What follows belongs to an exercise in optimizing a design on an open flow for small area, a short achievable clock period and few clock cycles; a production flow would make more cautious choices. Function was checked by simulation only, so behaviour that the tests miss may differ from the original. Power figures rest on the tool's default switching activity, not on a simulated workload.

<file path="flow/run.sh">
#!/bin/bash
# Standard layout, with the timing repair aimed at a shorter period than the
# clock's (the SDC is unchanged; only repair_timing's setup margin is raised).
set -euo pipefail
bash standard.sh SETUP_SLACK_MARGIN=7 TNS_END_PERCENT=5 CORE_UTILIZATION=55 CTS_CLUSTER_SIZE=24 CTS_CLUSTER_DIAMETER=80 finish > standard.log 2>&1
</file>
<file path="standard.sh">
#!/bin/bash
# synth_recipe.tcl (not shown) runs the flow's synth.tcl, then flattens the netlist and writes it again
# the make line also repeats each setting of config.mk as NAME=value (left out here)
make -C /OpenROAD-flow-scripts/flow DESIGN_CONFIG=/design/flow/config.mk WORK_HOME=/design/flow/orfs CLKGATE_MAP_FILE= SYNTH_SCRIPT=/design/flow/synth_recipe.tcl "${@:-finish}"
</file>
<file path="config.mk">
export PLATFORM = sky130hd
export DESIGN_NAME = filter2d
export DESIGN_NICKNAME = filter2d
export VERILOG_FILES = /design/flow/design.v
export SDC_FILE = /design/flow/constraint.sdc
export NUM_CORES = 4
export LEC_CHECK = 0
export CAP_MARGIN = 20
export CORE_MARGIN = 2
export CORE_UTILIZATION = 40
export SLEW_MARGIN = 20
</file>
<file path="constraint.sdc">
create_clock -name core_clock -period 10.0 [get_ports {clk}]
set_input_delay 2.0000 -clock core_clock [delete_from_list [all_inputs] [get_ports {clk}]]
set_output_delay 2.0000 -clock core_clock [all_outputs]
set_load 0.01 [all_outputs]
</file>
<file path="design.v">
module filter2d(
                input           clk,
                input           rstn,
                input           start,
                output reg      finish,
                output          cs,
                output          we,
                output [16:0]   addr,
                output [7:0]    din,
                input  [7:0]    dout,
                input           h_write,
                input  [3:0]    h_idx,
                input  [7:0]    h_data
);
reg        run, pend;
reg  [2:0] t;
reg  [7:0] s;
reg  [7:0] b;
wire t_last = (t == 3'd5);
wire done   = t_last && (s == 8'd1) && b[7];
wire go     = (start | pend) && (t_last || (t == 3'd0));
always @(posedge clk or negedge rstn) begin
    if (!rstn) begin
        run    <= 1'b0;
        pend   <= 1'b0;
        t      <= 3'd0;
        finish <= 1'b0;
    end else begin
        t      <= t_last ? 3'd0 : t + 3'd1;
        finish <= run & done;
        if (go) begin
            run  <= 1'b1;
            pend <= 1'b0;
        end else begin
            if (start) pend <= 1'b1;
            if (done)  run  <= 1'b0;
        end
    end
end
always @(posedge clk) begin
    if (go) begin
        s <= 8'd0;
        b <= 8'd0;
    end else if (run && t_last) begin
        s <= s + 8'd1;
        if (s == 8'd255) b <= b + 8'd1;
    end
end
reg         cs_q, we_q;
reg  [16:0] addr_q;
reg  [7:0]  din_q;
assign cs   = cs_q;
assign we   = we_q;
assign addr = addr_q;
assign din  = din_q;
wire [6:0] bm1 = b[6:0] - 7'd1;
wire [6:0] bp1 = b[6:0] + 7'd1;
wire       wprev = (s[7:1] == 7'd0);           
wire [6:0] bw  = wprev ? bm1 : b[6:0];
wire [7:0] sw  = s - 8'd2;
reg        n_cs, n_we;
reg [16:0] n_addr;
always @(*) begin
    n_we = 1'b0;
    case (t)
        3'd0: begin n_addr = {1'b0, bm1,    1'b1, s};  n_cs = (b != 8'd0) && !b[7]; end
        3'd1: begin n_addr = {1'b0, b[6:0], 1'b1, s};  n_cs = !b[7]; end
        3'd2: begin n_addr = {1'b1, bw,     1'b0, sw}; n_cs = !((b == 8'd0) && wprev); n_we = 1'b1; end
        3'd3: begin n_addr = {1'b0, b[6:0], 1'b0, s};  n_cs = !b[7]; end
        3'd4: begin n_addr = {1'b1, bw,     1'b1, sw}; n_cs = !((b == 8'd0) && wprev); n_we = 1'b1; end
        default: begin n_addr = {1'b0, bp1, 1'b0, s};  n_cs = (b[6:0] != 7'd127) && !b[7]; end
    endcase
end
always @(posedge clk or negedge rstn) begin
    if (!rstn) begin
        cs_q <= 1'b0;
        we_q <= 1'b0;
    end else begin
        cs_q <= run & n_cs;
        we_q <= run & n_cs & n_we;
    end
end
always @(posedge clk) addr_q <= n_addr;
reg  [7:0] q00, q01, q02, q10, q11, q12, q20, q21, q22;
reg  [1:0] tm3;                       
always @(*) begin
    case (t)
        3'd0, 3'd3: tm3 = 2'd0;
        3'd1, 3'd4: tm3 = 2'd1;
        default:    tm3 = 2'd2;
    endcase
end
reg  [1:0] wr, wc;
reg        wv;
always @(*) begin
    wv = h_write;
    case (h_idx)
        4'd0: begin wr = 2'd0; wc = 2'd0; end
        4'd1: begin wr = 2'd0; wc = 2'd1; end
        4'd2: begin wr = 2'd0; wc = 2'd2; end
        4'd3: begin wr = 2'd1; wc = 2'd0; end
        4'd4: begin wr = 2'd1; wc = 2'd1; end
        4'd5: begin wr = 2'd1; wc = 2'd2; end
        4'd6: begin wr = 2'd2; wc = 2'd0; end
        4'd7: begin wr = 2'd2; wc = 2'd1; end
        4'd8: begin wr = 2'd2; wc = 2'd2; end
        default: begin wr = 2'd0; wc = 2'd0; wv = 1'b0; end
    endcase
end
reg  [1:0] wp;
always @(*) begin
    case ({wr, tm3})
        {2'd0, 2'd0}, {2'd1, 2'd1}, {2'd2, 2'd2}: wp = 2'd2;
        {2'd1, 2'd0}, {2'd2, 2'd1}, {2'd0, 2'd2}: wp = 2'd0;
        default:                                  wp = 2'd1;
    endcase
end
wire w00 = wv && wp == 2'd0 && wc == 2'd0;
wire w01 = wv && wp == 2'd0 && wc == 2'd1;
wire w02 = wv && wp == 2'd0 && wc == 2'd2;
wire w10 = wv && wp == 2'd1 && wc == 2'd0;
wire w11 = wv && wp == 2'd1 && wc == 2'd1;
wire w12 = wv && wp == 2'd1 && wc == 2'd2;
wire w20 = wv && wp == 2'd2 && wc == 2'd0;
wire w21 = wv && wp == 2'd2 && wc == 2'd1;
wire w22 = wv && wp == 2'd2 && wc == 2'd2;
always @(posedge clk or negedge rstn) begin
    if (!rstn) begin
        q00 <= 8'h08; q01 <= 8'h10; q02 <= 8'h08;
        q10 <= 8'h10; q11 <= 8'h20; q12 <= 8'h10;
        q20 <= 8'h08; q21 <= 8'h10; q22 <= 8'h08;
    end else begin
        q00 <= w00 ? h_data : q10;
        q01 <= w01 ? h_data : q11;
        q02 <= w02 ? h_data : q12;
        q10 <= w10 ? h_data : q20;
        q11 <= w11 ? h_data : q21;
        q12 <= w12 ? h_data : q22;
        q20 <= w20 ? h_data : q00;
        q21 <= w21 ? h_data : q01;
        q22 <= w22 ? h_data : q02;
    end
end
reg       rv;
reg [7:0] pd;
wire      pd_en = (t == 3'd2) || (t == 3'd3) || (t == 3'd5) || (t == 3'd1);
always @(posedge clk) begin
    rv <= cs_q;
    if (pd_en) pd <= rv ? dout : 8'd0;
end
reg        mfirst;
wire       mfirst_n = (t == 3'd2) ? (s == 8'd0) : mfirst;
always @(posedge clk) mfirst <= mfirst_n;
wire [7:0] cf2 = q02 & {8{~mfirst}};
wire [15:0] ms0, mc0, ms1, mc1, ms2, mc2;
mul8cs u_m0 (.a(pd), .b(q00), .s(ms0), .c(mc0));
mul8cs u_m1 (.a(pd), .b(q01), .s(ms1), .c(mc1));
mul8cs u_m2 (.a(pd), .b(cf2), .s(ms2), .c(mc2));
reg [15:0] ps0, pc0, ps1, pc1, ps2, pc2;
always @(posedge clk) begin
    ps0 <= ms0; pc0 <= mc0;
    ps1 <= ms1; pc1 <= mc1;
    ps2 <= ms2; pc2 <= mc2;
end
localparam [19:0] K = 20'd64;
reg  [2:0] ka;        
reg        mk;        
reg        afirst;
wire [2:0] kadec = (t == 3'd3 || t == 3'd4) ? 3'b001 :
                   (t == 3'd5 || t == 3'd0) ? 3'b010 : 3'b100;
wire       afirst_n = (t == 3'd3) ? (s == 8'd0) : afirst;
always @(posedge clk) begin
    ka     <= kadec;
    afirst <= afirst_n;
    mk     <= afirst_n & kadec[0];
end
function [19:0] macc;
    input [19:0] x;
    input [15:0] ps, pc;
    reg   [15:0] p;
    begin
        p    = ps + pc;
        macc = x + {4'd0, ps} + {4'd0, pc} + {{4{p[15]}}, 16'd0};
    end
endfunction
reg [19:0] fa, fb;
reg [18:0] ma, mb;
reg [17:0] na, nb;
wire [19:0] fres = macc(fa, ps2, pc2);
wire [19:0] mres = macc(mk    ? K : {ma[18], ma}, ps1, pc1);
wire [19:0] nres = macc(ka[0] ? K : {{2{na[17]}}, na}, ps0, pc0);
always @(posedge clk) begin
    fa <= fb;
    ma <= mb;
    na <= nb;
    fb <= ka[2] ? mres : fres;
    mb <= ka[2] ? nres[18:0] : mres[18:0];
    nb <= nres[17:0];
end
wire [7:0] pix = (fres[19:15] != 5'd0) ? 8'hff : fres[14:7];
always @(posedge clk) if (ka[2]) din_q <= pix;
endmodule
module mul8cs(input [7:0] a, input [7:0] b, output [15:0] s, output [15:0] c);
wire pp0_0 = a[0] & b[0];
wire pp0_1 = a[1] & b[0];
wire pp0_2 = a[2] & b[0];
wire pp0_3 = a[3] & b[0];
wire pp0_4 = a[4] & b[0];
wire pp0_5 = a[5] & b[0];
wire pp0_6 = a[6] & b[0];
wire pp0_7 = a[7] & b[0];
wire pp1_0 = a[0] & b[1];
wire pp1_1 = a[1] & b[1];
wire pp1_2 = a[2] & b[1];
wire pp1_3 = a[3] & b[1];
wire pp1_4 = a[4] & b[1];
wire pp1_5 = a[5] & b[1];
wire pp1_6 = a[6] & b[1];
wire pp1_7 = a[7] & b[1];
wire pp2_0 = a[0] & b[2];
wire pp2_1 = a[1] & b[2];
wire pp2_2 = a[2] & b[2];
wire pp2_3 = a[3] & b[2];
wire pp2_4 = a[4] & b[2];
wire pp2_5 = a[5] & b[2];
wire pp2_6 = a[6] & b[2];
wire pp2_7 = a[7] & b[2];
wire pp3_0 = a[0] & b[3];
wire pp3_1 = a[1] & b[3];
wire pp3_2 = a[2] & b[3];
wire pp3_3 = a[3] & b[3];
wire pp3_4 = a[4] & b[3];
wire pp3_5 = a[5] & b[3];
wire pp3_6 = a[6] & b[3];
wire pp3_7 = a[7] & b[3];
wire pp4_0 = a[0] & b[4];
wire pp4_1 = a[1] & b[4];
wire pp4_2 = a[2] & b[4];
wire pp4_3 = a[3] & b[4];
wire pp4_4 = a[4] & b[4];
wire pp4_5 = a[5] & b[4];
wire pp4_6 = a[6] & b[4];
wire pp4_7 = a[7] & b[4];
wire pp5_0 = a[0] & b[5];
wire pp5_1 = a[1] & b[5];
wire pp5_2 = a[2] & b[5];
wire pp5_3 = a[3] & b[5];
wire pp5_4 = a[4] & b[5];
wire pp5_5 = a[5] & b[5];
wire pp5_6 = a[6] & b[5];
wire pp5_7 = a[7] & b[5];
wire pp6_0 = a[0] & b[6];
wire pp6_1 = a[1] & b[6];
wire pp6_2 = a[2] & b[6];
wire pp6_3 = a[3] & b[6];
wire pp6_4 = a[4] & b[6];
wire pp6_5 = a[5] & b[6];
wire pp6_6 = a[6] & b[6];
wire pp6_7 = a[7] & b[6];
wire pp7_0 = a[0] & b[7];
wire pp7_1 = a[1] & b[7];
wire pp7_2 = a[2] & b[7];
wire pp7_3 = a[3] & b[7];
wire pp7_4 = a[4] & b[7];
wire pp7_5 = a[5] & b[7];
wire pp7_6 = a[6] & b[7];
wire pp7_7 = a[7] & b[7];
wire w1 = pp0_6 ^ pp1_5;
wire w2 = pp0_6 & pp1_5;
wire w3 = pp0_7 ^ pp1_6 ^ pp2_5;
wire w4 = (pp0_7 & pp1_6) | (pp0_7 & pp2_5) | (pp1_6 & pp2_5);
wire w5 = pp3_4 ^ pp4_3;
wire w6 = pp3_4 & pp4_3;
wire w7 = pp1_7 ^ pp2_6 ^ pp3_5;
wire w8 = (pp1_7 & pp2_6) | (pp1_7 & pp3_5) | (pp2_6 & pp3_5);
wire w9 = pp4_4 ^ pp5_3;
wire w10 = pp4_4 & pp5_3;
wire w11 = pp2_7 ^ pp3_6 ^ pp4_5;
wire w12 = (pp2_7 & pp3_6) | (pp2_7 & pp4_5) | (pp3_6 & pp4_5);
wire w13 = pp0_4 ^ pp1_3;
wire w14 = pp0_4 & pp1_3;
wire w15 = pp0_5 ^ pp1_4 ^ pp2_3;
wire w16 = (pp0_5 & pp1_4) | (pp0_5 & pp2_3) | (pp1_4 & pp2_3);
wire w17 = pp3_2 ^ pp4_1;
wire w18 = pp3_2 & pp4_1;
wire w19 = w1 ^ pp2_4 ^ pp3_3;
wire w20 = (w1 & pp2_4) | (w1 & pp3_3) | (pp2_4 & pp3_3);
wire w21 = pp4_2 ^ pp5_1 ^ pp6_0;
wire w22 = (pp4_2 & pp5_1) | (pp4_2 & pp6_0) | (pp5_1 & pp6_0);
wire w23 = w2 ^ w3 ^ w5;
wire w24 = (w2 & w3) | (w2 & w5) | (w3 & w5);
wire w25 = pp5_2 ^ pp6_1 ^ pp7_0;
wire w26 = (pp5_2 & pp6_1) | (pp5_2 & pp7_0) | (pp6_1 & pp7_0);
wire w27 = w4 ^ w6 ^ w7;
wire w28 = (w4 & w6) | (w4 & w7) | (w6 & w7);
wire w29 = w9 ^ pp6_2 ^ pp7_1;
wire w30 = (w9 & pp6_2) | (w9 & pp7_1) | (pp6_2 & pp7_1);
wire w31 = w8 ^ w10 ^ w11;
wire w32 = (w8 & w10) | (w8 & w11) | (w10 & w11);
wire w33 = pp5_4 ^ pp6_3 ^ pp7_2;
wire w34 = (pp5_4 & pp6_3) | (pp5_4 & pp7_2) | (pp6_3 & pp7_2);
wire w35 = w12 ^ pp3_7 ^ pp4_6;
wire w36 = (w12 & pp3_7) | (w12 & pp4_6) | (pp3_7 & pp4_6);
wire w37 = pp5_5 ^ pp6_4 ^ pp7_3;
wire w38 = (pp5_5 & pp6_4) | (pp5_5 & pp7_3) | (pp6_4 & pp7_3);
wire w39 = pp4_7 ^ pp5_6 ^ pp6_5;
wire w40 = (pp4_7 & pp5_6) | (pp4_7 & pp6_5) | (pp5_6 & pp6_5);
wire w41 = pp0_3 ^ pp1_2;
wire w42 = pp0_3 & pp1_2;
wire w43 = w13 ^ pp2_2 ^ pp3_1;
wire w44 = (w13 & pp2_2) | (w13 & pp3_1) | (pp2_2 & pp3_1);
wire w45 = w14 ^ w15 ^ w17;
wire w46 = (w14 & w15) | (w14 & w17) | (w15 & w17);
wire w47 = w16 ^ w18 ^ w19;
wire w48 = (w16 & w18) | (w16 & w19) | (w18 & w19);
wire w49 = w20 ^ w22 ^ w23;
wire w50 = (w20 & w22) | (w20 & w23) | (w22 & w23);
wire w51 = w24 ^ w26 ^ w27;
wire w52 = (w24 & w26) | (w24 & w27) | (w26 & w27);
wire w53 = w28 ^ w30 ^ w31;
wire w54 = (w28 & w30) | (w28 & w31) | (w30 & w31);
wire w55 = w32 ^ w34 ^ w35;
wire w56 = (w32 & w34) | (w32 & w35) | (w34 & w35);
wire w57 = w36 ^ w38 ^ w39;
wire w58 = (w36 & w38) | (w36 & w39) | (w38 & w39);
wire w59 = w40 ^ pp5_7 ^ pp6_6;
wire w60 = (w40 & pp5_7) | (w40 & pp6_6) | (pp5_7 & pp6_6);
wire w61 = pp0_2 ^ pp1_1;
wire w62 = pp0_2 & pp1_1;
wire w63 = w41 ^ pp2_1 ^ pp3_0;
wire w64 = (w41 & pp2_1) | (w41 & pp3_0) | (pp2_1 & pp3_0);
wire w65 = w42 ^ w43 ^ pp4_0;
wire w66 = (w42 & w43) | (w42 & pp4_0) | (w43 & pp4_0);
wire w67 = w44 ^ w45 ^ pp5_0;
wire w68 = (w44 & w45) | (w44 & pp5_0) | (w45 & pp5_0);
wire w69 = w46 ^ w47 ^ w21;
wire w70 = (w46 & w47) | (w46 & w21) | (w47 & w21);
wire w71 = w48 ^ w49 ^ w25;
wire w72 = (w48 & w49) | (w48 & w25) | (w49 & w25);
wire w73 = w50 ^ w51 ^ w29;
wire w74 = (w50 & w51) | (w50 & w29) | (w51 & w29);
wire w75 = w52 ^ w53 ^ w33;
wire w76 = (w52 & w53) | (w52 & w33) | (w53 & w33);
wire w77 = w54 ^ w55 ^ w37;
wire w78 = (w54 & w55) | (w54 & w37) | (w55 & w37);
wire w79 = w56 ^ w57 ^ pp7_4;
wire w80 = (w56 & w57) | (w56 & pp7_4) | (w57 & pp7_4);
wire w81 = w58 ^ w59 ^ pp7_5;
wire w82 = (w58 & w59) | (w58 & pp7_5) | (w59 & pp7_5);
wire w83 = w60 ^ pp6_7 ^ pp7_6;
wire w84 = (w60 & pp6_7) | (w60 & pp7_6) | (pp6_7 & pp7_6);
assign s = {1'b0, w84, w82, w80, w78, w76, w74, w72, w70, w68, w66, w64, w62, w61, pp0_1, pp0_0};
assign c = {1'b0, pp7_7, w83, w81, w79, w77, w75, w73, w71, w69, w67, w65, w63, pp2_0, pp1_0, 1'b0};
endmodule
</file>
==> metrics.cfg, run 1 <==
[outcome]
status = finished clean

[routing]
post_drt_wl_per_cell_um = 18.1
drc = 0
firstDrtPassIters = 5
first_iter_violations = 548
wl_um = 40800
final_antenna_net_count = 0
num_vias = 12200
routed_via_density = 5.40

[setup_path]
crit_type = input port to flop
required_ns = 10.42
end_kind = flop
cp.arrival_ns = 3.74
path_max_fanout = 8
regToRegSetupSlack_ns = 6.69
path_common_cell = nor2_1
slowest_delay_ns = 0.41
worst_path_max_delay_cell = nor2_1
worstSetupStartpointType = input port
path_cells = buf_12 -> buf_4 -> nand2_1 -> nor2_1 -> a21oi_1 -> o21ai_2 -> nor2_1 -> nand2_2 -> mux2_2

[sta]
clock.fmax_mhz = 301
setup_violations = 0
finalCriticalPeriod_ns = 3.32
rsz0062_at_grt = yes
fin_crit_sh_pct = 33.2
final.setup.tns_ns = 0
maxSlewViolCount = 0
relSlewSlack_pct = 31.9
fin_worst_skew_ns = 0.0184
hold_viol = 0
worstMarginPinSlew_ns = 1.02

[logic_synthesis]
yosysWarnings = 1
netlist.top_cell.by_area = dfxtp_1
synthArstFlopShare_pct = 23.8
synth.area.top_cells = dfxtp_1, fa_1, dfrtp_1
synth_ff_type = dfxtp_1
synth_nets = 2041
synth_area_per_cell_um2 = 10.8
synthCells = 1734
yosysUniqueCellTypes = 78
synth_area_mm2 = 0.0187
synth_edf_count = 17
synth_top_area_share_pct = 25.6
synth.ff_latch_count = 336
synth_seq_area_share_pct = 39.1

[global_route]
antenna_found_initial = 0
globalRouteOverflowTotal = 0
grt_max_degree = 81
grt_pass1_wl_um = 65800
grt_usage_pct = 23.3
first_global_vias = 12400

[clocking]
clk_path_buf_depth = 3
htree_levels = 1
cts_sinks = 336
root_buffer = clkbuf_16
cts-buffers-inserted = 19
clk_pin_slew_ns = 0.09
insertion_delay_ns = 0.53
cts_tree = yes

[layout]
drive_gt1_share_pct = 17.2
fin_nets = 2103
layoutNonFillerInstCount = 2256
syn_to_final_growth_pct = 14.4
antenna_cells = 0

[hold_path]
hold_path.class = flop to flop

[pwr]
power_density_mw_per_mm2 = 292
power_leakage_nw = 9.72
ir_drop_mv = 0.237

[floorplanning]
pin_count = 52
start_util_pct = 55.8
core-area_mm2 = 0.0334
dieArea_mm2 = 0.0354
rows = 67
fp.dieH_um = 188
die_w_um = 188

[placed_design]
dp_cells = 2191
globalplace.congestion = 0.825
io_buffers = 51
place_hpwl_um = 29800

[run]
maxCapViolCount = 0

==> cell usage after synthesis, drive strengths merged, types with 5 or more instances <==
| cell type | n |
|---|---|
| dfxtp | 239 |
| and2 | 163 |
| fa | 150 |
| inv | 148 |
| ha | 133 |
| nand2 | 105 |
| nor2 | 91 |
| mux2 | 84 |
| dfrtp | 71 |
| o21ai | 64 |
| a21oi | 62 |
| nor2b | 49 |
| clkbuf | 33 |
| xnor2 | 32 |
| nor3 | 29 |
| a21o | 26 |
| nand3 | 24 |
| xor2 | 20 |
| edfxtp | 17 |
| mux2i | 15 |
| o21a | 15 |
| a31oi | 11 |
| buf | 11 |
| nand2b | 11 |
| or3 | 11 |
| a211oi | 10 |
| o211ai | 10 |
| and3 | 9 |
| dfstp | 9 |
| or2 | 7 |
| o22ai | 6 |
| a2111oi | 5 |
==> per-stage QoR <==
step,total power [mW],hold slack [ns],util [%],setup slack (ns),area [µm²]
after global placement,4.85,0.310,58.7,5.46,19600
after global routing,6.74,0.332,63.9,6.57,21400
after floorplan,4.03,0.310,-,6.37,18700
after detailed placement,4.90,0.312,58.7,5.40,19600
after CTS,5.91,0.331,62.5,6.73,20900
final,6.25,0.330,63.9,6.68,21400
==> layout make-up <==
type	count	area (µm²)
tap	448	561
timing repair buffer	84	786
sequential	336	7330
inverter	148	556
multi-input combinational	1207	11500
fill	2683	12100
clock buffer	25	518
clock inverter	8	118
==> layer usage <==
| layer | share of wire, % | GRT usage [%] |
|---|---|---|
| met2 | 47 | 38.7 |
| met4 | 2.1 | 5.15 |
| met5 | 0 | 0 |
| met1 | 48 | 33.4 |
| met3 | 3.0 | 2.31 |
==> placed cells by master (no fill, tap or decap), types with 23 or more instances in the layout <==
master / instances
dlygate4sd2_1: 28
ha_1: 104
nor2b_1: 32
dfxtp_1: 228
inv_1: 146
fa_1: 150
nand2_1: 96
mux2_2: 76
o21ai_0: 49
buf_4: 29
nor2_1: 87
and2_1: 162
nor3_1: 23
a21oi_1: 52
dfrtp_1: 71
a21o_1: 24
xnor2_1: 25
==> critical path: cells and delay by family <==
family / cells / cell delay [ns]
AND/OR/NAND/NOR: 4 / 0.85
buffers and inverters: 2 / 0.24
multiplexers: 1 / 0.34
AO/OA/AOI/OAI: 2 / 0.30
==> logic make-up after synthesis <==
logic type | share of synthesized area (%)
xor+xnor | 2.48
buf+inv | 3.92
mux | 5.87
simple gates | 14.6
flops | 39.1
fa+ha+maj | 25.0
compound gates | 8.94
==> timing repair <==
| item | 4_1_cts | 5_1_grt |
|---|---|---|
| gates cloned | 1 | 0 |
| hold buffers | 0 | 0 |
| setup buffers | 22 | 9 |
| endpoints found under the setup margin | 192 | 170 |
| pin swaps | 30 | 48 |
| resized for setup | 149 | 77 |
==> registers in the layout, indices dropped and copies added (netlist names), 17 cells and up <==
name,flops
addr_q,17
ma,19
mb,19
na,18
nb,18
fa,20
fb,20
==> final timing paths <==
path                       depth (start not counted)                     end            from
setup / recovery                                   9        q10[2]$_DFF_PN0_        h_idx[2]
hold / removal                                     0           na[0]$_DFF_P_   nb[0]$_DFF_P_
hold reg to reg                                    0           na[0]$_DFF_P_   nb[0]$_DFF_P_
max in group asynchronous                          1        finish$_DFF_PN0_            rstn
setup reg to reg                                  13  din_q[0]$_SDFFCE_PP1P_  ps2[8]$_DFF_P_
min in group asynchronous                          1        q12[3]$_DFF_PN0_            rstn
==> power by group <==
group          internal (mW)  switching (mW)
Clock                  0.429           0.452
Combinational           1.53            1.86
Sequential              1.77           0.208
Testbench counts, summed over its fixed seeds: cycles 1,572,980.
==> run 2, diff against run 1 <==
==> flow/run.sh (replaced) <==
#!/bin/bash
# Standard layout, with the timing repair aimed at a shorter period than the
# clock's (the SDC is unchanged; only repair_timing's setup margin is raised).
set -euo pipefail
bash standard.sh SETUP_SLACK_MARGIN=7 TNS_END_PERCENT=5 CORE_UTILIZATION=55 CTS_CLUSTER_SIZE=24 CTS_CLUSTER_DIAMETER=80 MATCH_CELL_FOOTPRINT=0 finish > standard.log 2>&1
==> run 2 against run 1 <==
Final cell count fell by 0.13%. Wire length fell by 1.2%. Setup slack better by 0.0072 ns. Clock skew up 0.0022 ns. Design area decreased by 0.63%. Combinational power down 5%. Sequential cell count unchanged. Area after synthesis unchanged. Core utilization decreased by 0.40 points. Die area stayed put. Critical path type is now flop to flop. Critical endpoint is now din_q[3]$_SDFFCE_PP1P_. Largest cell class unchanged.
==> metrics.cfg, run 2 <==
[setup_path]
worst_path_max_delay_cell = a2111o_1  ; was nor2_1
crit_start = ps2[8]$_DFF_P_  ; was h_idx[2]
cp.arrival_ns = 3.57  ; was 3.74 ns
regToRegSetupSlack_ns = 6.69  ; about the same
worstSetupStartpointType = flop  ; was input port
path_max_fanout = 8  ; unchanged
path_cells = ha_4 -> a2111o_1 -> nor2_1 -> o21ai_2 -> a21o_4 -> ha_4 -> ha_4 -> inv_4 -> o211ai_1 -> o311a_1 -> o21ai_2 -> a2111oi_4 -> buf_6 -> nand3b_1  ; was buf_12 -> buf_4 -> nand2_1 -> nor2_1 -> a21oi_1 -> o21ai_2 -> nor2_1 -> nand2_2 -> mux2_2
endpoint = din_q[3]$_SDFFCE_PP1P_  ; was q10[2]$_DFF_PN0_
crit_type = flop to flop  ; was input port to flop
regToRegEndpoint = din_q[3]$_SDFFCE_PP1P_  ; was din_q[0]$_SDFFCE_PP1P_
slowest_delay_ns = 0.45  ; was 0.41 ns
reg2reg_depth = 14  ; was 13
path_common_cell = ha_4  ; was nor2_1
end_kind = flop  ; unchanged
required_ns = 10.26  ; was 10.42 ns
r2r-start = ps2[8]$_DFF_P_  ; unchanged

[global_route]
grt_usage_pct = 23.3  ; about the same
grt_max_degree = 81  ; unchanged
antenna_found_initial = 0  ; unchanged
globalRouteOverflowTotal = 0  ; unchanged
first_global_vias = 12400  ; about the same
grt_pass1_wl_um = 66200  ; was 65,800 µm

[layout]
seq_area_mm2 = 0.00733  ; about the same
antenna_cells = 0  ; unchanged
multiInputGateArea_mm2 = 0.0113  ; was 0.0115 mm²
fill_cells = 2726  ; was 2,683
reg_top3 = fa: 20 flops, fb: 20 flops  ; unchanged
layout_commonest_cell = dfxtp_1  ; unchanged
drive_gt1_share_pct = 15.6  ; was 17.2%
syn_to_final_growth_pct = 13.7  ; was 14.4%
fin_util_pct = 63.5  ; was 63.9%
post-route-cell-area_mm2 = 0.0212  ; was 0.0214 mm²
fin_nets = 2100  ; was 2,103
layout_common_cells = dfxtp_1, and2_1, fa_1  ; unchanged

[logic_synthesis]
synth_edf_count = 17  ; unchanged
synth_area_per_cell_um2 = 10.8  ; unchanged
synth_ff_type = dfxtp_1  ; unchanged
synth_seq_area_share_pct = 39.1  ; unchanged
synth.area.top_cells = dfxtp_1, fa_1, dfrtp_1  ; unchanged
yosysUniqueCellTypes = 78  ; unchanged
synth_area_mm2 = 0.0187  ; unchanged
synth.ff_latch_count = 336  ; unchanged
yosysMostFrequentCell = dfxtp_1  ; unchanged
synth_top_area_share_pct = 25.6  ; unchanged
synth_common_cells = dfxtp_1, and2_1, fa_1  ; unchanged
netlist.top_cell.by_area = dfxtp_1  ; unchanged
synthArstFlopShare_pct = 23.8  ; unchanged
synth_nets = 2041  ; unchanged
synthCells = 1734  ; unchanged
yosysWarnings = 1  ; unchanged

[routing]
first_iter_violations = 517  ; was 548
post_drt_wl_per_cell_um = 17.9  ; was 18.1 µm
drc = 0  ; unchanged
num_vias = 12100  ; was 12.2k
wl_um = 40300  ; was 40,800 µm
final_antenna_net_count = 0  ; unchanged
firstDrtPassIters = 5  ; unchanged
routed_via_density = 5.36  ; was 5.40

[placed_design]
dpl_worst_slack_ns = 5.40  ; about the same
placedInstanceArea_mm2 = 0.0197  ; was 0.0196 mm²
io_buffers = 51  ; unchanged
place_hpwl_um = 29700  ; was 29,800 µm
globalplace.congestion = 0.839  ; was 0.825

[sta]
rsz0062_at_grt = yes  ; unchanged
final.setup.tns_ns = 0  ; unchanged
maxSlewViolCount = 0  ; unchanged
setup_violations = 0  ; unchanged
finalCriticalPeriod_ns = 3.31  ; was 3.32 ns
clock.fmax_mhz = 302  ; was 301 MHz
worstMarginPinSlew_ns = 1.09  ; was 1.02 ns
hold_viol = 0  ; unchanged
setup_ws_ns = 6.69  ; was 6.68 ns
relSlewSlack_pct = 27.0  ; was 31.9%
fin_crit_sh_pct = 33.1  ; was 33.2%
fin_worst_skew_ns = 0.0207  ; was 0.0184 ns

[clocking]
insertion_delay_ns = 0.53  ; about the same
cts_tree = yes  ; unchanged
cts-buffers-inserted = 19  ; unchanged
postCtsHoldBufs = 0  ; unchanged
cts_sinks = 336  ; unchanged
clk_pin_slew_ns = 0.09  ; about the same
clk_path_buf_depth = 3  ; unchanged
root_buffer = clkbuf_16  ; unchanged
htree_levels = 1  ; unchanged

[run]
maxCapViolCount = 0  ; unchanged

[floorplanning]
pin_count = 52  ; unchanged
core-area_mm2 = 0.0334  ; unchanged
rows = 67  ; unchanged
fp.dieH_um = 188  ; unchanged
start_util_pct = 55.8  ; unchanged
dieArea_mm2 = 0.0354  ; unchanged
die_w_um = 188  ; unchanged

[pwr]
ir_drop_mv = 0.255  ; was 0.237 mV
p_total_mw = 6.03  ; was 6.25 mW
power_density_mw_per_mm2 = 284  ; was 292 mW/mm²
power_leakage_nw = 9.94  ; was 9.72 nW

[hold_path]
hold_path.class = flop to flop  ; unchanged
hold_path_depth = 0  ; unchanged

[outcome]
status = finished clean  ; unchanged

## run 2: changes by cell type in the layout (fill, tap and decap cells not counted), moves of 4 or more
cell	before	now
buf_4	29	25
dlygate4sd2_1	28	0
dlymetal6s2s_1	0	28
ha_1	104	113
ha_4	20	13
nor2b_1	32	39
nor2b_2	12	8
## run 2: worst max-delay path, delay by kind of cell (launching register included)
family	cells	cell delay, ns
AO/OA/AOI/OAI	7	1.50
adder cells (fa/ha/maj)	3	0.74
buffers and inverters	2	0.22
flip-flops	1	0.35
AND/OR/NAND/NOR	2	0.21
## run 2: how the worst min path moves through the flow
stage	startpoint	endpoint	slack (ns)
global route	fb[18]$_DFF_P_	fa[18]$_DFF_P_	0.34
finish	nb[11]$_DFF_P_	na[11]$_DFF_P_	0.33
detailed placement	nb[1]$_DFF_P_	na[1]$_DFF_P_	0.31
floorplan	fb[0]$_DFF_P_	fa[0]$_DFF_P_	0.31
global placement	nb[11]$_DFF_P_	na[11]$_DFF_P_	0.31
CTS	nb[1]$_DFF_P_	na[1]$_DFF_P_	0.33
## run 2: routing by layer
metal	vias to the layer above	track usage, %	part of all wire [%]
li1	5895	-	-
met1	5958	34.1	49
met2	185	38.1	46
met3	44	2.18	3.2
met4	0	4.85	2.1
met5	-	0	0
## run 2: cells by family after synthesis
| logic type | count (synthesis) | synth area share (%) |
|---|---|---|
| simple gates | 518 | 14.6 |
| xor+xnor | 52 | 2.48 |
| buf+inv | 192 | 3.92 |
| fa+ha+maj | 284 | 25.0 |
| compound gates | 253 | 8.94 |
| flops | 336 | 39.1 |
| mux | 99 | 5.87 |
## run 2: cell type report
type | count | share of cell area, %
tap | 448 | 2.64
multi-input combinational | 1207 | 53.4
clock inverter | 7 | 0.324
clock buffer | 26 | 2.41
sequential | 336 | 34.5
timing repair buffer | 81 | 4.06
inverter | 148 | 2.63
## run 2: what timing repair did
item	4_1_cts	5_1_grt
pin swaps	30	25
endpoints found under the setup margin	185	170
gates resized for setup	152	47
cloned	1	0
buffers inserted	18	7
## run 2: metrics by stage
stage | hold slack, ns | cells
4_1_cts | 0.332 | 2245
6_report | 0.332 | 2253
2_1_floorplan | 0.310 | 1734
3_3_place_gp | 0.310 | 2193
3_5_place_dp | 0.312 | 2193
5_1_grt | 0.338 | 2253
## run 2: power breakdown
| part | switching (mW) | internal (mW) | leakage, nW |
|---|---|---|---|
| Clock | 0.454 | 0.374 | 0.281 |
| Sequential | 0.214 | 1.77 | 3.13 |
| Combinational | 1.80 | 1.42 | 6.53 |
==> run 3, diff against run 2 <==
==> flow/run.sh (replaced) <==
#!/bin/bash
# Standard layout, with the timing repair aimed at a shorter period than the
# clock's (the SDC is unchanged; only repair_timing's setup margin is raised).
set -euo pipefail
bash standard.sh SETUP_SLACK_MARGIN=7 TNS_END_PERCENT=5 CORE_UTILIZATION=65 CTS_CLUSTER_SIZE=24 CTS_CLUSTER_DIAMETER=80 finish > standard.log 2>&1
==> run 3 against run 2 <==
Setup slack worse by 0.051 ns. Area after synthesis stayed put. Non-clock buffer count is 6 higher. Sequential cell count stayed put. Clock-buffer cell count is 1 lower. Largest cell class unchanged.
==> metrics.cfg, run 3 <==
[pwr]
p_seq_share_pct = 32.3  ; was 32.8%
p_sw_share_pct = 41.4  ; was 41.0%
ir_drop_mv = 0.224  ; was 0.255 mV
power_leakage_nw = 9.69  ; was 9.94 nW
power_density_mw_per_mm2 = 288  ; was 284 mW/mm²
switchingPower_mw = 2.53  ; was 2.47 mW
pwr-share-comb_pct = 53.8  ; was 53.5%
clkPwrFrac_pct = 13.9  ; was 13.7%
p_int_mw = 3.58  ; was 3.56 mW

[logic_synthesis]
synth_top_area_share_pct = 25.6  ; unchanged
synthCells = 1734  ; unchanged
synthArstFlopShare_pct = 23.8  ; unchanged
synth.area.top_cells = dfxtp_1, fa_1, dfrtp_1  ; unchanged
yosysMostFrequentCell = dfxtp_1  ; unchanged
synth_common_cells = dfxtp_1, and2_1, fa_1  ; unchanged
netlist.top_cell.by_area = dfxtp_1  ; unchanged
synth_seq_area_share_pct = 39.1  ; unchanged
synth_area_per_cell_um2 = 10.8  ; unchanged
yosysWarnings = 1  ; unchanged
yosysUniqueCellTypes = 78  ; unchanged
synth_ff_type = dfxtp_1  ; unchanged
synth_edf_count = 17  ; unchanged
synth_area_mm2 = 0.0187  ; unchanged
synth.ff_latch_count = 336  ; unchanged
synth_nets = 2041  ; unchanged

[clocking]
postCtsHoldBufs = 0  ; unchanged
clk_path_buf_depth = 3  ; unchanged
insertion_delay_ns = 0.53  ; about the same
clk_pin_slew_ns = 0.09  ; about the same
root_buffer = clkbuf_16  ; unchanged
cts-buffers-inserted = 19  ; unchanged
htree_levels = 1  ; unchanged
cts_sinks = 336  ; unchanged
cts_tree = yes  ; unchanged

[layout]
multiInputGateArea_mm2 = 0.0115  ; was 0.0113 mm²
layout_commonest_cell = dfxtp_1  ; unchanged
fill_cells = 2040  ; was 2,726
drive_gt1_share_pct = 17.0  ; was 15.6%
seq_area_mm2 = 0.00734  ; was 0.00733 mm²
layoutNonFillerInstCount = 2195  ; was 2,253
post-route-cell-area_mm2 = 0.0212  ; about the same
syn_to_final_growth_pct = 13.7  ; about the same
layout_common_cells = dfxtp_1, and2_1, inv_1, fa_1, ha_1  ; was dfxtp_1, and2_1, fa_1
reg_top3 = fa: 20 flops, fb: 20 flops  ; unchanged
fin_nets = 2106  ; was 2,100

[floorplanning]
die_w_um = 173  ; was 188 µm
start_util_pct = 65.6  ; was 55.8%
dieArea_mm2 = 0.0301  ; was 0.0354 mm²
core-area_mm2 = 0.0285  ; was 0.0334 mm²
rows = 62  ; was 67
pin_count = 52  ; unchanged
fp.dieH_um = 173  ; was 188 µm

[placed_design]
place_hpwl_um = 30200  ; was 29,700 µm
io_buffers = 51  ; unchanged
placedInstanceArea_mm2 = 0.0196  ; was 0.0197 mm²
globalplace.congestion = 0.900  ; was 0.839
dp_cells = 2133  ; was 2,193

[sta]
final.setup.tns_ns = 0  ; unchanged
setup_violations = 0  ; unchanged
clock.fmax_mhz = 297  ; was 302 MHz
worstMarginPinSlew_ns = 1.11  ; was 1.09 ns
rsz0062_at_grt = yes  ; unchanged
hold_viol = 0  ; unchanged
relSlewSlack_pct = 26.1  ; was 27.0%
maxSlewViolCount = 0  ; unchanged
finalCriticalPeriod_ns = 3.36  ; was 3.31 ns
fin_crit_sh_pct = 33.6  ; was 33.1%
fin_worst_skew_ns = 0.0143  ; was 0.0207 ns

[setup_path]
worstSetupStartpointType = flop  ; unchanged
slowest_delay_ns = 0.50  ; was 0.45 ns
cp.arrival_ns = 3.62  ; was 3.57 ns
path_cells = buf_4 -> fa_1 -> ha_2 -> or3_4 -> or2_0 -> o22ai_4 -> o211ai_1 -> a221o_2 -> xnor2_4 -> o211ai_2  ; was ha_4 -> a2111o_1 -> nor2_1 -> o21ai_2 -> a21o_4 -> ha_4 -> ha_4 -> inv_4 -> o211ai_1 -> o311a_1 -> o21ai_2 -> a2111oi_4 -> buf_6 -> nand3b_1
regToRegSetupSlack_ns = 6.64  ; was 6.69 ns
path_max_fanout = 5  ; was 8
end_kind = flop  ; unchanged
required_ns = 10.25  ; was 10.26 ns
crit_type = flop to flop  ; unchanged
worst_path_max_delay_cell = a221o_2  ; was a2111o_1

[routing]
drc = 0  ; unchanged
wl_um = 42000  ; was 40,300 µm
final_antenna_net_count = 0  ; unchanged
firstDrtPassIters = 5  ; unchanged
first_iter_violations = 727  ; was 517
num_vias = 12500  ; was 12.1k
post_drt_wl_per_cell_um = 19.1  ; was 17.9 µm
routed_via_density = 5.69  ; was 5.36

[outcome]
status = finished clean  ; unchanged

[global_route]
globalRouteOverflowTotal = 0  ; unchanged
first_global_vias = 13200  ; was 12.4k
antenna_found_initial = 0  ; unchanged
grt_pass1_wl_um = 68100  ; was 66,200 µm
grt_max_degree = 81  ; unchanged
grt_usage_pct = 28.5  ; was 23.3%

[hold_path]
hold_path.class = flop to flop  ; unchanged

[run]
maxCapViolCount = 0  ; unchanged

-- run 3: cell types whose count changed in the layout (fill, tap and decap cells not counted), sizes merged --
| cell | change |
|---|---|
| dlygate4sd2 | +28 |
| dlymetal6s2s | -28 |
| buf | +6 |
| clkbuf | -1 |
| clkinv | -1 |
| diode | +1 |
| inv | +1 |
-- run 3: final cells by class --
class | count | area share [%]
inverter | 148 | 2.62
multi-input combinational | 1207 | 54.1
clock buffer | 25 | 2.45
antenna | 1 | 0.0118
clock inverter | 7 | 0.300
tap | 384 | 2.26
sequential | 336 | 34.5
timing repair buffer | 87 | 3.70
-- run 3: final timing paths --
path,startpoint,endpoint,depth (start not counted)
worst max-delay path,ps2[7]$_DFF_P_,din_q[6]$_SDFFCE_PP1P_,10
worst min-delay path,fb[10]$_DFF_P_,fa[10]$_DFF_P_,0
worst max register to register,ps2[7]$_DFF_P_,din_q[6]$_SDFFCE_PP1P_,10
worst min register to register,fb[10]$_DFF_P_,fa[10]$_DFF_P_,0
max in group asynchronous,rstn,q22[6]$_DFF_PN0_,1
min in group asynchronous,rstn,q21[5]$_DFF_PN0_,1
-- run 3: timing repair --
action,in CTS,in global routing
gates cloned,1,1
buffers inserted,21,6
pin swaps,51,17
resized for setup,168,60
endpoints found under the setup margin,174,174
-- run 3: per-layer routing --
metal  global-route usage [%]  wire length, µm  up-vias
met3                     2.87             1450       81
met4                     9.75             1460        0
met5                        0                0        -
met1                     37.4            18600     6210
li1                         -                -     5920
met2                     49.9            20500      277
-- run 3: stage by stage --
| step | utilization (%) | setup WS [ns] | hold WS (ns) | power, mW |
|---|---|---|---|---|
| after floorplan | - | 6.37 | 0.310 | 4.03 |
| after global routing | 74.6 | 6.53 | 0.337 | 6.57 |
| after detailed placement | 68.9 | 5.42 | 0.312 | 4.83 |
| final | 74.6 | 6.64 | 0.332 | 6.12 |
| after CTS | 73.4 | 6.75 | 0.334 | 5.83 |
| after global placement | 68.9 | 5.49 | 0.310 | 4.77 |
-- run 3: power by group through the flow --
stage / registers (mW) / logic (mW) / clock network [mW]
finish: 1.98 / 3.29 / 0.849
global route: 2.02 / 3.64 / 0.912
CTS: 1.98 / 2.99 / 0.863
detailed placement: 2.01 / 2.82 / 0
global placement: 2.00 / 2.77 / 0
floorplan: 1.92 / 2.11 / 0
-- run 3: cells by family after synthesis --
kind of cell	Yosys count	share of synthesized area [%]
xor+xnor	52	2.48
mux	99	5.87
compound gates	253	8.94
simple gates	518	14.6
fa+ha+maj	284	25.0
flops	336	39.1
buf+inv	192	3.92
-- run 3: critical path, delay by kind of cell, from the launching register on --
family / cells / cell delay (ns)
AO/OA/AOI/OAI: 4 / 0.96
adder cells (fa/ha/maj): 2 / 0.71
AND/OR/NAND/NOR: 2 / 0.66
flip-flops: 1 / 0.33
XOR/XNOR: 1 / 0.29
buffers and inverters: 1 / 0.13
==> run 4, diff against run 3 <==
==> flow/run.sh (replaced) <==
#!/bin/bash
# Standard layout, with the timing repair aimed at a shorter period than the
# clock's (the SDC is unchanged; only repair_timing's setup margin is raised).
set -euo pipefail
bash standard.sh SETUP_SLACK_MARGIN=7 TNS_END_PERCENT=5 CORE_UTILIZATION=55 finish > standard.log 2>&1
==> run 4 against run 3 <==
Die area up 18%. Global-route usage fell by 4.6 points. Hold slack lost 0.010 ns. Combinational power is 6.4% higher. Clock-buffer cell count grew 30. Sequential cell count stayed put. Synthesized cell count did not move. Core utilization is 8.6 points lower. Still clean. Critical path type unchanged. Setup slack improved by 0.075 ns. Non-clock buffer count decreased by 1. First-iteration DRC count decreased by 25%. Critical path depth rose by 1.
==> metrics.cfg, run 4 <==
[logic_synthesis]
synth_compound_area_share_pct = 8.94  ; unchanged
synth_area_per_cell_um2 = 10.8  ; unchanged
synth-simple-area-share_pct = 14.6  ; unchanged
synthCells = 1734  ; unchanged
yosysUniqueCellTypes = 78  ; unchanged
synth.ff_latch_count = 336  ; unchanged
synth_nets = 2041  ; unchanged
synth_area_mm2 = 0.0187  ; unchanged
synth_top_area_share_pct = 25.6  ; unchanged
netlist.top_cell.by_area = dfxtp_1  ; unchanged
yosysWarnings = 1  ; unchanged
synth_edf_count = 17  ; unchanged
synthArstFlopShare_pct = 23.8  ; unchanged
synth_ff_type = dfxtp_1  ; unchanged
yosysMostFrequentCell = dfxtp_1  ; unchanged
synthAdderAreaFrac_pct = 25.0  ; unchanged
synth_xor_area_share_pct = 2.48  ; unchanged
synth_common_cells = dfxtp_1, and2_1, fa_1  ; unchanged
synth_top_family_by_area = adder cells  ; unchanged
muxShareOfSynthArea_pct = 5.87  ; unchanged
synth.area.top_cells = dfxtp_1, fa_1, dfrtp_1  ; unchanged
synth_seq_area_share_pct = 39.1  ; unchanged

[setup_path]
end_kind = flop  ; unchanged
cp.buffers_inverters = 2  ; was 1
crit_type = flop to flop  ; unchanged
critPathTopFamily = compound AO/OA/AOI/OAI gates  ; unchanged
path_max_fanout = 5  ; unchanged
slowest_delay_ns = 0.48  ; was 0.50 ns
worstSetupStartpointType = flop  ; unchanged
path_cells = fa_1 -> ha_1 -> or3_4 -> or2_0 -> o22ai_2 -> o211ai_1 -> buf_4 -> a221o_1 -> buf_4 -> xnor2_4 -> o211ai_2  ; was buf_4 -> fa_1 -> ha_2 -> or3_4 -> or2_0 -> o22ai_4 -> o211ai_1 -> a221o_2 -> xnor2_4 -> o211ai_2
path_common_cell = buf_4
cp.arrival_ns = 3.56  ; was 3.62 ns
worst_path_max_delay_cell = fa_1  ; was a221o_2
required_ns = 10.27  ; was 10.25 ns

[layout]
reg_top3 = fa: 20 flops, fb: 20 flops  ; unchanged
fill_cells = 2607  ; was 2,040
drive_gt1_share_pct = 18.8  ; was 17.0%
fin_nets = 2123  ; was 2,106
layout_common_cells = dfxtp_1, and2_1, fa_1  ; was dfxtp_1, and2_1, inv_1, fa_1, ha_1
syn_to_final_growth_pct = 18.2  ; was 13.7%
layout_commonest_cell = dfxtp_1  ; unchanged
antenna_cells = 0  ; was 1

[clocking]
cts_sinks = 336  ; unchanged
insertion_delay_ns = 0.53  ; about the same
cts-buffers-inserted = 37  ; was 19
root_buffer = clkbuf_16  ; unchanged
clk_path_buf_depth = 3  ; unchanged
clk_pin_slew_ns = 0.06  ; was 0.09 ns
htree_levels = 2  ; was 1
cts_tree = yes  ; unchanged
postCtsHoldBufs = 0  ; unchanged

[sta]
finalCriticalPeriod_ns = 3.29  ; was 3.36 ns
hold_viol = 0  ; unchanged
clock.fmax_mhz = 304  ; was 297 MHz
final.setup.tns_ns = 0  ; unchanged
fin_worst_skew_ns = 0.0169  ; was 0.0143 ns
worstMarginPinSlew_ns = 1.03  ; was 1.11 ns
rsz0062_at_grt = yes  ; unchanged
fin_crit_sh_pct = 32.9  ; was 33.6%
setup_ws_ns = 6.71  ; was 6.64 ns
maxSlewViolCount = 0  ; unchanged
relSlewSlack_pct = 31.4  ; was 26.1%
setup_violations = 0  ; unchanged

[global_route]
grt_pass1_wl_um = 67100  ; was 68,100 µm
globalRouteOverflowTotal = 0  ; unchanged
first_global_vias = 12700  ; was 13.2k
grt_usage_pct = 24.0  ; was 28.5%
antenna_found_initial = 0  ; unchanged
grt_max_degree = 81  ; unchanged

[routing]
firstDrtPassIters = 5  ; unchanged
first_iter_violations = 543  ; was 727
routed_via_density = 5.40  ; was 5.69
post_drt_wl_per_cell_um = 18.3  ; was 19.1 µm
num_vias = 12400  ; was 12.5k
wl_um = 41900  ; was 42,000 µm
drc = 0  ; unchanged
final_antenna_net_count = 0  ; unchanged

[placed_design]
dpl_worst_slack_ns = 5.40  ; was 5.42 ns
globalplace.congestion = 0.825  ; was 0.900
io_buffers = 51  ; unchanged
place_hpwl_um = 29800  ; was 30,200 µm

[pwr]
ir_drop_mv = 0.261  ; was 0.224 mV
power_density_mw_per_mm2 = 310  ; was 288 mW/mm²
power_leakage_nw = 10.1  ; was 9.69 nW

[floorplanning]
die_w_um = 188  ; was 173 µm
start_util_pct = 55.8  ; was 65.6%
dieArea_mm2 = 0.0354  ; was 0.0301 mm²
core-area_mm2 = 0.0334  ; was 0.0285 mm²
fp.dieH_um = 188  ; was 173 µm
pin_count = 52  ; unchanged
rows = 67  ; was 62

[outcome]
status = finished clean  ; unchanged

[run]
maxCapViolCount = 0  ; unchanged

[hold_path]
hold_path.class = flop to flop  ; unchanged

run 4: report_power, final:
part | switching [mW] | leakage (nW) | internal, mW | total, mW
combinational | 1.91 | 6.34 | 1.59 | 3.50
sequential | 0.210 | 3.13 | 1.77 | 1.98
clock | 0.534 | 0.612 | 0.826 | 1.36
total | 2.65 | 10.1 | 4.18 | 6.84
run 4: final cells by class:
type	instances	area [µm²]	share of cell area [%]
flip-flops and latches	336	7330	33.2
clock inverters	13	123	0.555
multi-input cells	1207	11600	52.4
clock buffers	55	1120	5.06
inverters	148	556	2.52
well taps	448	561	2.54
repair buffers	86	822	3.72
run 4: metrics by stage:
stage | total power [mW] | util (%) | cells | instance area [µm²] | hold WS (ns)
3_3_place_gp | 4.85 | 58.7 | 2191 | 19600 | 0.310
4_1_cts | 6.44 | 64.5 | 2283 | 21600 | 0.325
5_1_grt | 7.35 | 66.0 | 2293 | 22100 | 0.328
6_report | 6.84 | 66.0 | 2293 | 22100 | 0.322
3_5_place_dp | 4.90 | 58.7 | 2191 | 19600 | 0.312
2_1_floorplan | 4.03 | - | 1734 | 18700 | 0.310
run 4: worst reg2reg max path, stage by stage, from the launching register on:
cell and delay, ns:
dfxtp_1 0.34, fa_1 0.48, ha_1 0.25, or3_4 0.42, or2_0 0.23, o22ai_2 0.19, o211ai_1 0.12, buf_4 0.16
a221o_1 0.34, buf_4 0.16, xnor2_4 0.22, o211ai_2 0.12
run 4: logic make-up after synthesis:
family,count (synthesis)
muxes,99
xor gates and xnor gates,52
and+or+nand+nor,518
AOI/OAI and AO/OA,253
buffers and inverters,192
DFF,336
adders and majority gates,284
run 4: final timing paths:
kind,startpoint,endpoint,slack [ns],depth (start not counted)
worst max-delay path,ps2[5]$_DFF_P_,din_q[6]$_SDFFCE_PP1P_,6.71,11
worst min register to register,nb[12]$_DFF_P_,na[12]$_DFF_P_,0.32,0
worst min-delay path,nb[12]$_DFF_P_,na[12]$_DFF_P_,0.32,0
min in group asynchronous,rstn,q12[5]$_DFF_PN0_,1.63,1
worst max register to register,ps2[5]$_DFF_P_,din_q[6]$_SDFFCE_PP1P_,6.71,11
max in group asynchronous,rstn,q10[3]$_DFF_PN0_,7.73,1
run 4: what timing repair did:
| action | in CTS | in global routing |
|---|---|---|
| cloned | 1 | 1 |
| pin swaps | 35 | 47 |
| setup buffers | 23 | 9 |
| gates resized for setup | 153 | 88 |
| endpoints found under the setup margin | 189 | 173 |
run 4: routing by layer:
layer  GRT usage, %  up-vias  share of wire (%)
met5              0        -                  0
met4           5.91        0                2.0
met1           33.7     6108                 48
met3           3.18       61                3.5
met2           39.5      230                 47
li1               -     5977                  -
==> run 5, diff against run 4 <==
--- a/design.v
+++ b/design.v
@@ -84,44 +84,20 @@
 reg  [7:0] q00, q01, q02, q10, q11, q12, q20, q21, q22;
-reg  [1:0] tm3;                       
-always @(*) begin
-    case (t)
-        3'd0, 3'd3: tm3 = 2'd0;
-        3'd1, 3'd4: tm3 = 2'd1;
-        default:    tm3 = 2'd2;
-    endcase
-end
-reg  [1:0] wr, wc;
-reg        wv;
-always @(*) begin
-    wv = h_write;
-    case (h_idx)
-        4'd0: begin wr = 2'd0; wc = 2'd0; end
-        4'd1: begin wr = 2'd0; wc = 2'd1; end
-        4'd2: begin wr = 2'd0; wc = 2'd2; end
-        4'd3: begin wr = 2'd1; wc = 2'd0; end
-        4'd4: begin wr = 2'd1; wc = 2'd1; end
-        4'd5: begin wr = 2'd1; wc = 2'd2; end
-        4'd6: begin wr = 2'd2; wc = 2'd0; end
-        4'd7: begin wr = 2'd2; wc = 2'd1; end
-        4'd8: begin wr = 2'd2; wc = 2'd2; end
-        default: begin wr = 2'd0; wc = 2'd0; wv = 1'b0; end
-    endcase
-end
-reg  [1:0] wp;
-always @(*) begin
-    case ({wr, tm3})
-        {2'd0, 2'd0}, {2'd1, 2'd1}, {2'd2, 2'd2}: wp = 2'd2;
-        {2'd1, 2'd0}, {2'd2, 2'd1}, {2'd0, 2'd2}: wp = 2'd0;
-        default:                                  wp = 2'd1;
-    endcase
-end
-wire w00 = wv && wp == 2'd0 && wc == 2'd0;
-wire w01 = wv && wp == 2'd0 && wc == 2'd1;
-wire w02 = wv && wp == 2'd0 && wc == 2'd2;
-wire w10 = wv && wp == 2'd1 && wc == 2'd0;
-wire w11 = wv && wp == 2'd1 && wc == 2'd1;
-wire w12 = wv && wp == 2'd1 && wc == 2'd2;
-wire w20 = wv && wp == 2'd2 && wc == 2'd0;
-wire w21 = wv && wp == 2'd2 && wc == 2'd1;
-wire w22 = wv && wp == 2'd2 && wc == 2'd2;
+reg  [2:0] wph;
+always @(posedge clk or negedge rstn) begin
+    if (!rstn) wph <= 3'b010;
+    else       wph <= {wph[1:0], wph[2]};
+end
+wire       hw = h_write;
+wire i0 = hw && h_idx == 4'd0, i1 = hw && h_idx == 4'd1, i2 = hw && h_idx == 4'd2;
+wire i3 = hw && h_idx == 4'd3, i4 = hw && h_idx == 4'd4, i5 = hw && h_idx == 4'd5;
+wire i6 = hw && h_idx == 4'd6, i7 = hw && h_idx == 4'd7, i8 = hw && h_idx == 4'd8;
+wire w00 = wph[0] & i0 | wph[1] & i3 | wph[2] & i6;
+wire w01 = wph[0] & i1 | wph[1] & i4 | wph[2] & i7;
+wire w02 = wph[0] & i2 | wph[1] & i5 | wph[2] & i8;
+wire w10 = wph[0] & i3 | wph[1] & i6 | wph[2] & i0;
+wire w11 = wph[0] & i4 | wph[1] & i7 | wph[2] & i1;
+wire w12 = wph[0] & i5 | wph[1] & i8 | wph[2] & i2;
+wire w20 = wph[0] & i6 | wph[1] & i0 | wph[2] & i3;
+wire w21 = wph[0] & i7 | wph[1] & i1 | wph[2] & i4;
+wire w22 = wph[0] & i8 | wph[1] & i2 | wph[2] & i5;
 always @(posedge clk or negedge rstn) begin
@@ -166,11 +142,8 @@
 reg  [2:0] ka;        
-reg        mk;        
-reg        afirst;
+reg        mkm;       
 wire [2:0] kadec = (t == 3'd3 || t == 3'd4) ? 3'b001 :
                    (t == 3'd5 || t == 3'd0) ? 3'b010 : 3'b100;
-wire       afirst_n = (t == 3'd3) ? (s == 8'd0) : afirst;
 always @(posedge clk) begin
-    ka     <= kadec;
-    afirst <= afirst_n;
-    mk     <= afirst_n & kadec[0];
+    ka  <= kadec;
+    mkm <= (t == 3'd1 || t == 3'd2) && (s == 8'd0);
 end
@@ -189,4 +162,4 @@
 wire [19:0] fres = macc(fa, ps2, pc2);
-wire [19:0] mres = macc(mk    ? K : {ma[18], ma}, ps1, pc1);
-wire [19:0] nres = macc(ka[0] ? K : {{2{na[17]}}, na}, ps0, pc0);
+wire [19:0] mres = macc({ma[18], ma}, ps1, pc1);
+wire [19:0] nres = macc({{2{na[17]}}, na}, ps0, pc0);
 always @(posedge clk) begin
@@ -196,4 +169,4 @@
     fb <= ka[2] ? mres : fres;
-    mb <= ka[2] ? nres[18:0] : mres[18:0];
-    nb <= nres[17:0];
+    mb <= ka[2] ? (mkm ? K[18:0] : nres[18:0]) : mres[18:0];
+    nb <= ka[2] ? K[17:0] : nres[17:0];
 end
--- a/flow/run.sh
+++ b/flow/run.sh
@@ -4,2 +4,2 @@
 set -euo pipefail
-bash standard.sh SETUP_SLACK_MARGIN=7 TNS_END_PERCENT=5 CORE_UTILIZATION=55 finish > standard.log 2>&1
+bash standard.sh SETUP_SLACK_MARGIN=7 TNS_END_PERCENT=5 CORE_UTILIZATION=55 CTS_CLUSTER_SIZE=24 CTS_CLUSTER_DIAMETER=80 MATCH_CELL_FOOTPRINT=0 finish > standard.log 2>&1
==> run 5 against run 4 <==
Still clean on timing, DRC and antenna. Synthesized cell count is 4.6% lower. First-iteration DRC count is 9.8% lower. Clock skew hardly changed. Register-to-register slack worse by 0.12 ns. Via count is 4.8% lower. Design area is 6.7% lower. Critical endpoint is now q01[7]$_DFF_PN0_. Highest routed layer unchanged.
==> metrics.cfg, run 5 <==
[outcome]
status = finished clean  ; unchanged

[logic_synthesis]
synthAdderAreaFrac_pct = 25.8  ; was 25.0%
synth_common_cells = dfxtp_1, and2_1, fa_1  ; unchanged
synth_top_area_share_pct = 26.1  ; was 25.6%
synth-simple-area-share_pct = 13.9  ; was 14.6%
yosysMostFrequentCell = dfxtp_1  ; unchanged
synth_area_per_cell_um2 = 11.0  ; was 10.8 µm²
netlist.top_cell.by_area = dfxtp_1  ; unchanged
synth_nets = 1962  ; was 2,041
yosysWarnings = 1  ; unchanged
synth_edf_count = 17  ; unchanged
yosysUniqueCellTypes = 71  ; was 78
muxShareOfSynthArea_pct = 5.15  ; was 5.87%
synth_area_mm2 = 0.0182  ; was 0.0187 mm²
synth_xor_area_share_pct = 2.75  ; was 2.48%
synth.area.top_cells = dfxtp_1, fa_1, dfrtp_1  ; unchanged
synth.ff_latch_count = 337  ; was 336
synthCells = 1655  ; was 1,734
synth_compound_area_share_pct = 8.36  ; was 8.94%
synth_top_family_by_area = adder cells  ; unchanged
synth_seq_area_share_pct = 40.4  ; was 39.1%
synthArstFlopShare_pct = 24.6  ; was 23.8%
synth_ff_type = dfxtp_1  ; unchanged

[setup_path]
end_kind = flop  ; unchanged
crit_type = input port to flop  ; was flop to flop
slowest_delay_ns = 0.62  ; was 0.48 ns
critPathTopFamily = simple AND/OR/NAND/NOR gates  ; was compound AO/OA/AOI/OAI gates
required_ns = 10.41  ; was 10.27 ns
worstSetupStartpointType = input port  ; was flop
worst_path_max_delay_cell = clkdlybuf4s50_1  ; was fa_1
path_max_fanout = 8  ; was 5
path_cells = clkdlybuf4s50_1 -> or3b_4 -> nor2_2 -> a22oi_1 -> nand2_2 -> mux2_2  ; was fa_1 -> ha_1 -> or3_4 -> or2_0 -> o22ai_2 -> o211ai_1 -> buf_4 -> a221o_1 -> buf_4 -> xnor2_4 -> o211ai_2
cp.arrival_ns = 3.86  ; was 3.56 ns
cp.buffers_inverters = 1  ; was 2

[layout]
syn_to_final_growth_pct = 13.4  ; was 18.2%
fin_util_pct = 63.3  ; was 66.0%
reg_top3 = fa: 20 flops, fb: 20 flops  ; unchanged
layout_commonest_cell = dfxtp_1  ; unchanged
fill_cells = 2719  ; was 2,607
layoutNonFillerInstCount = 2165  ; was 2,293
drive_gt1_share_pct = 14.9  ; was 18.8%
multiInputGateArea_mm2 = 0.0109  ; was 0.0116 mm²
antenna_cells = 0  ; unchanged
seq_area_mm2 = 0.00736  ; was 0.00733 mm²
fin_nets = 2018  ; was 2,123
layout_common_cells = dfxtp_1, and2_1, fa_1  ; unchanged

[routing]
post_drt_wl_per_cell_um = 17.8  ; was 18.3 µm
wl_um = 38500  ; was 41,900 µm
routed_via_density = 5.44  ; was 5.40
num_vias = 11800  ; was 12.4k
drc = 0  ; unchanged
firstDrtPassIters = 5  ; unchanged
first_iter_violations = 490  ; was 543
final_antenna_net_count = 0  ; unchanged

[run]
maxCapViolCount = 0  ; unchanged

[placed_design]
place_hpwl_um = 28500  ; was 29,800 µm
io_buffers = 51  ; unchanged
dp_cells = 2112  ; was 2,191
globalplace.congestion = 0.848  ; was 0.825

[floorplanning]
pin_count = 52  ; unchanged
fp.dieH_um = 186  ; was 188 µm
rows = 66  ; was 67
core-area_mm2 = 0.0325  ; was 0.0334 mm²
start_util_pct = 55.8  ; about the same
die_w_um = 186  ; was 188 µm
dieArea_mm2 = 0.0345  ; was 0.0354 mm²

[sta]
setup_violations = 0  ; unchanged
fin_crit_sh_pct = 34.5  ; was 32.9%
hold_viol = 0  ; unchanged
finalCriticalPeriod_ns = 3.45  ; was 3.29 ns
relSlewSlack_pct = 33.9  ; was 31.4%
rsz0062_at_grt = yes  ; unchanged
worstMarginPinSlew_ns = 0.991  ; was 1.03 ns
clock.fmax_mhz = 290  ; was 304 MHz
maxSlewViolCount = 0  ; unchanged
fin_worst_skew_ns = 0.0167  ; was 0.0169 ns
final.setup.tns_ns = 0  ; unchanged

[global_route]
globalRouteOverflowTotal = 0  ; unchanged
grt_pass1_wl_um = 63300  ; was 67,100 µm
antenna_found_initial = 1  ; was 0
grt_usage_pct = 23.5  ; was 24.0%
first_global_vias = 12500  ; was 12.7k
grt_max_degree = 84  ; was 81

[pwr]
switchingPower_uw = 486  ; was 2.65 mW
p_int_mw = 1.76  ; was 4.18 mW
p_seq_share_pct = 60.5  ; was 28.9%
clkPwrFrac_pct = 38.3  ; was 19.9%
power_density_mw_per_mm2 = 109  ; was 310 mW/mm²
ir_drop_mv = 0.101  ; was 0.261 mV
power_leakage_nw = 9.83  ; was 10.1 nW
pwr-share-comb_pct = 1.2  ; was 51.2%
p_sw_share_pct = 21.7  ; was 38.8%

[clocking]
postCtsHoldBufs = 0  ; unchanged
cts-buffers-inserted = 20  ; was 37
root_buffer = clkbuf_16  ; unchanged
clk_path_buf_depth = 3  ; unchanged
cts_sinks = 337  ; was 336
cts_tree = yes  ; unchanged
htree_levels = 1  ; was 2
insertion_delay_ns = 0.54  ; was 0.53 ns
clk_pin_slew_ns = 0.09  ; was 0.06 ns

[hold_path]
hold_path.class = flop to flop  ; unchanged

## run 5: changes by cell type after synthesis, moves of 7 or more
cell | previous run | this run
o21ai_0 | 61 | 48
nor3_1 | 28 | 21
inv_1 | 148 | 128
mux2_2 | 84 | 75
o31ai_1 | 2 | 10
a22oi_1 | 2 | 10
nand2_1 | 105 | 120
nor2b_1 | 49 | 16
xor2_1 | 20 | 32
o22ai_1 | 5 | 18
## run 5: area by class of cell
cell class	count	share of cell area, %
timing repair buffer	76	3.46
sequential	337	35.7
tap	442	2.69
inverter	128	2.33
clock buffer	26	2.54
clock inverter	8	0.517
multi-input combinational	1148	52.7
## run 5: cells by family after synthesis
family | Yosys count
xor gates and xnor gates | 57
muxes | 84
adders and majority gates | 284
buffers and inverters | 170
DFF | 337
AOI/OAI and AO/OA | 236
and+or+nand+nor | 487
## run 5: worst paths after layout
kind / depth (start not counted) / slack [ns] / to / start
worst max-delay path: 6 / 6.55 / q01[7]$_DFF_PN0_ / h_idx[2]
worst min-delay path: 0 / 0.32 / ma[6]$_DFF_P_ / mb[6]$_DFF_P_
worst max register to register: 13 / 6.59 / din_q[4]$_SDFFCE_PP1P_ / fa[1]$_DFF_P_
worst min register to register: 0 / 0.32 / ma[6]$_DFF_P_ / mb[6]$_DFF_P_
max in group asynchronous: 1 / 8.00 / q01[7]$_DFF_PN0_ / rstn
min in group asynchronous: 1 / 1.49 / we_q$_DFF_PN0_ / rstn
## run 5: power groups by stage
stage,Combinational (mW),Clock [mW],Sequential [mW]
2_1_floorplan,0.00463,0,1.39
3_3_place_gp,0.0273,0,1.39
3_5_place_dp,0.0278,0,1.39
4_1_cts,0.0280,0.890,1.36
5_1_grt,0.0305,0.944,1.36
6_report,0.0274,0.860,1.36
## run 5: routing by layer
layer | track usage, % | up-vias | part of all wire (%)
met5 | 0 | - | 0
met4 | 6.99 | 0 | 3.0
met3 | 2.47 | 72 | 3.2
met2 | 42.5 | 209 | 50
met1 | 29.6 | 5860 | 44
li1 | - | 5639 | -
## run 5: what timing repair did
item,in CTS,in global routing
pin swaps,40,49
endpoints found under the setup margin,169,176
resized for setup,63,45
endpoints found under the hold margin,0,0
setup buffers,12,7
## run 5: through the flow
step / total power [mW] / hold slack (ns) / cell area (µm²) / worst slack, ns
after floorplan: 1.39 / 0.310 / 18400 / 6.77
after global placement: 1.41 / 0.310 / 19300 / 6.06
after detailed placement: 1.41 / 0.312 / 19300 / 6.01
after CTS: 2.27 / 0.324 / 20300 / 6.54
after global routing: 2.33 / 0.326 / 20600 / 6.42
final: 2.24 / 0.323 / 20600 / 6.55
Testbench counts of run 5, summed over its fixed seeds: cycles 1,572,980.

==> port drivers added, routing unchanged <==
The results above use ideal ports. As a check the final layouts listed here were re-extracted and re-timed, cells and wires unchanged.
Step 1, drivers: a clkbuf_16 drives clk and a buf_2 each remaining input, both assumed.
Step 2 also shifts input and output timing later by t, the mid clock arrival at the registers, as if the neighbouring blocks saw the same clock.
a / b / c = ideal / step 1 / step 2; a / b = the first two.
| run | shift t [ns] | setup WS [ns] | worst register clock-pin slew, ns | worst data-port slew with drivers (ns) | pins driven straight from the clock port |
|---|---|---|---|---|---|
| run 1 | 0.579 | 6.679 / 6.688 / 6.110 | 0.09 / 0.09 | 0.06 | 1 |
| run 2 | 0.577 | 6.686 / 6.686 / 6.203 | 0.10 / 0.10 | 0.06 | 1 |
| run 3 | 0.573 | 6.635 / 6.635 / 6.166 | 0.10 / 0.10 | 0.06 | 1 |
| run 4 | 0.580 | 6.710 / 6.710 / 6.184 | 0.06 / 0.06 | 0.06 | 1 |
| run 5 | 0.581 | 6.552 / 6.530 / 6.001 | 0.09 / 0.09 | 0.05 | 1 |
After both steps setup and hold are still met in every run listed. The setup slack of run 1, which loses most, moves by +0.009 ns with the drivers and by -0.569 ns with both steps.
